This design comes from an exercise in tuning for small area, a short achievable clock period and few clock cycles on the open sky130 flow, not from production work. Function was checked by simulation only, so behaviour that the tests miss may differ from the original. Power is estimated from default activity; no workload was simulated.

## tomasulo_cpu
module tomasulo_cpu(
    input  wire        clk,
    input  wire        rst,
    input  wire [31:0] inst_i,
    output wire [31:0] inst_addr_o,
    output wire        inst_ce_o,
    input  wire [31:0] mem_data_i,
    input  wire        mem_valid_i,
    input  wire        mem_ready_i,
    output wire [31:0] mem_addr_o,
    output wire [31:0] mem_data_o,
    output wire        mem_we_o,
    output wire        mem_req_o,
    output wire [3:0]  mem_sel_o
);
For scale: roughly 10000 cells after synthesis, about 0.084 sq mm of cells after synthesis.
Settings: LEC_CHECK=0, ABC_AREA=1, CAP_MARGIN=20, CORE_MARGIN=2, CORE_UTILIZATION=45, PLACE_DENSITY=0.6, SLEW_MARGIN=20; clock period 20.0 ns.
standard.sh (not shown) runs the stock make flow with config.mk's settings and CLKGATE_MAP_FILE= SYNTH_SCRIPT=/design/flow/synth_recipe.tcl, a recipe that flattens the netlist after the stock synthesis.
==> flow/flow/run.sh <==
#!/bin/bash
# Own layout flow: the standard ORFS flow (standard.sh), with
#  - port buffers of a plain buffer cell (buf_2) instead of the default delay buffer,
#  - adders left to abc as plain logic (no full-adder cell mapping; registers unchanged), and
#  - ORFS's repair_timing asked for extra setup margin, so that the layout is optimised
#    for a short achieved period (the clock and its constraints are unchanged).
# make's full output goes to flow_make.log here; ORFS keeps each step's log under orfs/logs.
set -euo pipefail
bash standard.sh finish \
  SETUP_SLACK_MARGIN=14.8 \
  ADDER_MAP_FILE= \
  "BUFFER_PORTS_ARGS=-buffer_cell sky130_fd_sc_hd__buf_2" \
  > flow_make.log 2>&1
Testbench counts at the start, summed over its fixed seeds: cycles 13,401.
Change:
--- a/flow/design.v
+++ b/flow/design.v
@@ -167,26 +167,24 @@
                   (mul_it & bneg);
     wire [34:0] md_x = ({35{xs_sh}} & {2'b00, md_hi[31:0], md_lo[31]}) |
                        ({35{xs_hi}} & {{2{md_hi[32]}}, md_hi});
     wire [34:0] md_y = ({35{ys_lo}} & {3'b000, md_lo}) |
                        ({35{ys_hi}} & {{2{md_hi[32]}}, md_hi}) |
                        ({35{ys_dv}} & {{2{md_dv[32]}}, md_dv}) |
                        ({35{ys_dv2}} & {md_dv[32], md_dv, 1'b0});
     wire [34:0] md_sum = md_x + (md_y ^ {35{md_inv}}) + {34'd0, md_inv};
-    wire        md_one     = md_isdiv & (md_cnt == 6'd0) & (m_wdata == 32'd1);
-    wire        md_skip    = md_isdiv & md_lead & ~md_one & (md_lo[31:24] == 8'd0);
-    wire        md_hold    = md_skip | md_one;
-    wire [5:0]  md_cnt_nx  = md_one ? 6'd32 : (md_cnt + (md_skip ? 6'd8 : (md_isdiv ? 6'd1 : 6'd2)));
+    wire        md_skip    = md_isdiv & md_lead & (md_lo[31:24] == 8'd0);
+    wire [5:0]  md_cnt_nx  = md_cnt + (md_skip ? 6'd8 : (md_isdiv ? 6'd1 : 6'd2));
     wire        md_last    = md_cnt_nx[5];
     wire        md_needfix = md_isdiv ? (m_f3[1] ? md_sa : (md_sa ^ md_sb)) :
                              ((m_f3[1:0] != 2'b00) & (md_sb ^ md_lo[1]));
     wire        md_res_lo  = md_isdiv ? ~m_f3[1] : (m_f3[1:0] == 2'b00);
     wire [32:0] it_hi = md_isdiv ? (md_sum[34] ? {md_hi[31:0], md_lo[31]} : md_sum[32:0]) : md_sum[34:2];
-    wire [31:0] it_lo = md_one ? md_lo : md_skip ? {md_lo[23:0], 8'd0} :
+    wire [31:0] it_lo = md_skip ? {md_lo[23:0], 8'd0} :
                         (md_isdiv ? {md_lo[30:0], ~md_sum[34]} : {md_sum[1:0], md_lo[31:2]});
     wire st_div = e_f3[2];
     wire st_sa  = st_div & ~e_f3[0] & fa[31];
     wire st_sb  = st_div & ~e_f3[0] & fc[31];
     wire st_bz  = st_div & (fc == 32'd0);
     always @(posedge clk) begin
         if (rst) begin
             md_nega <= 1'b0;
@@ -217,17 +215,17 @@
             end
             if (md_negb) begin
                 md_negb <= 1'b0;
                 md_iter <= 1'b1;
             end
             if (md_iter) begin
                 md_cnt <= md_cnt_nx;
                 md_bp  <= md_lo[1];
-                if (~md_hold) begin
+                if (~md_skip) begin
                     md_lead <= 1'b0;
                     md_hi32 <= it_hi[32];
                 end
                 if (md_last) begin
                     md_iter <= 1'b0;
                     md_fix  <= md_needfix;
                     md_done <= ~md_needfix;
                 end
@@ -370,17 +368,17 @@
                 m_wdata <= fc;
             end
         end else begin
             if (md_nega) m_addr <= md_sum[31:0];
             if (md_negb) m_wdata <= md_sum[31:0];
             if (md_iter) begin
                 m_addr <= it_lo;
                 if (md_last & ~md_needfix & md_res_lo) m_res <= it_lo;
-                else if (~md_hold) m_res <= it_hi[31:0];
+                else if (~md_skip) m_res <= it_hi[31:0];
             end
             if (md_fix) begin
                 if (md_isdiv & md_bz) m_res <= m_f3[1] ? md_lo : 32'hFFFFFFFF;
                 else m_res <= md_sum[31:0];
             end
         end
     end
     always @(posedge clk) begin
The new run passed the timing, DRC and antenna checks.
Total power went down by 2.6%.
Final area went down by 0.59%.
Clock-buffer cell count went up by 12.
Area after synthesis went down by 0.38%.
Setup slack loses 40 ps.
Synthesized cell count went down by 0.83%.
Via count went down by 4.1%.
First-iteration DRC count went down by 5.0%.
Wire length went down by 6.6%.
Hold slack loses 22 ps.
Global-route usage went down by 3.3 points.
Die area went down by 0.38%.
Critical path depth stays the same.
Testbench counts after the change, summed over its fixed seeds: cycles 13,587.

afterwards: timing with drivers on the ports:
The flow's constraints put no driver on any port. The routed layouts listed below were extracted and timed again, unchanged, in two steps. Step 1, drivers: a clkbuf_16 drives clk and a buf_2 each remaining input, both assumed. Step 2 moves the port delays by t, midway between the first and last clock arrival at a register: inputs arrive t later, outputs are due t later. That takes back most of the time a late clock gives input paths. a / b / c = ideal / step 1 / step 2; a / b = the first two.
run	t, ns	setup slack, ns	worst setup path after step 2	worst register clock-pin slew, ns	pins driven straight from the clock port
the first run	0.952	14.332 / 14.234 / 13.409	input to register	0.08 / 0.08	1
the second run	0.954	14.292 / 14.183 / 13.365	input to register	0.07 / 0.07	1
After both steps every run listed still meets setup and hold. For the second run, which loses most, drivers alone change the setup slack by -0.109 ns; drivers and shift together by -0.927 ns.
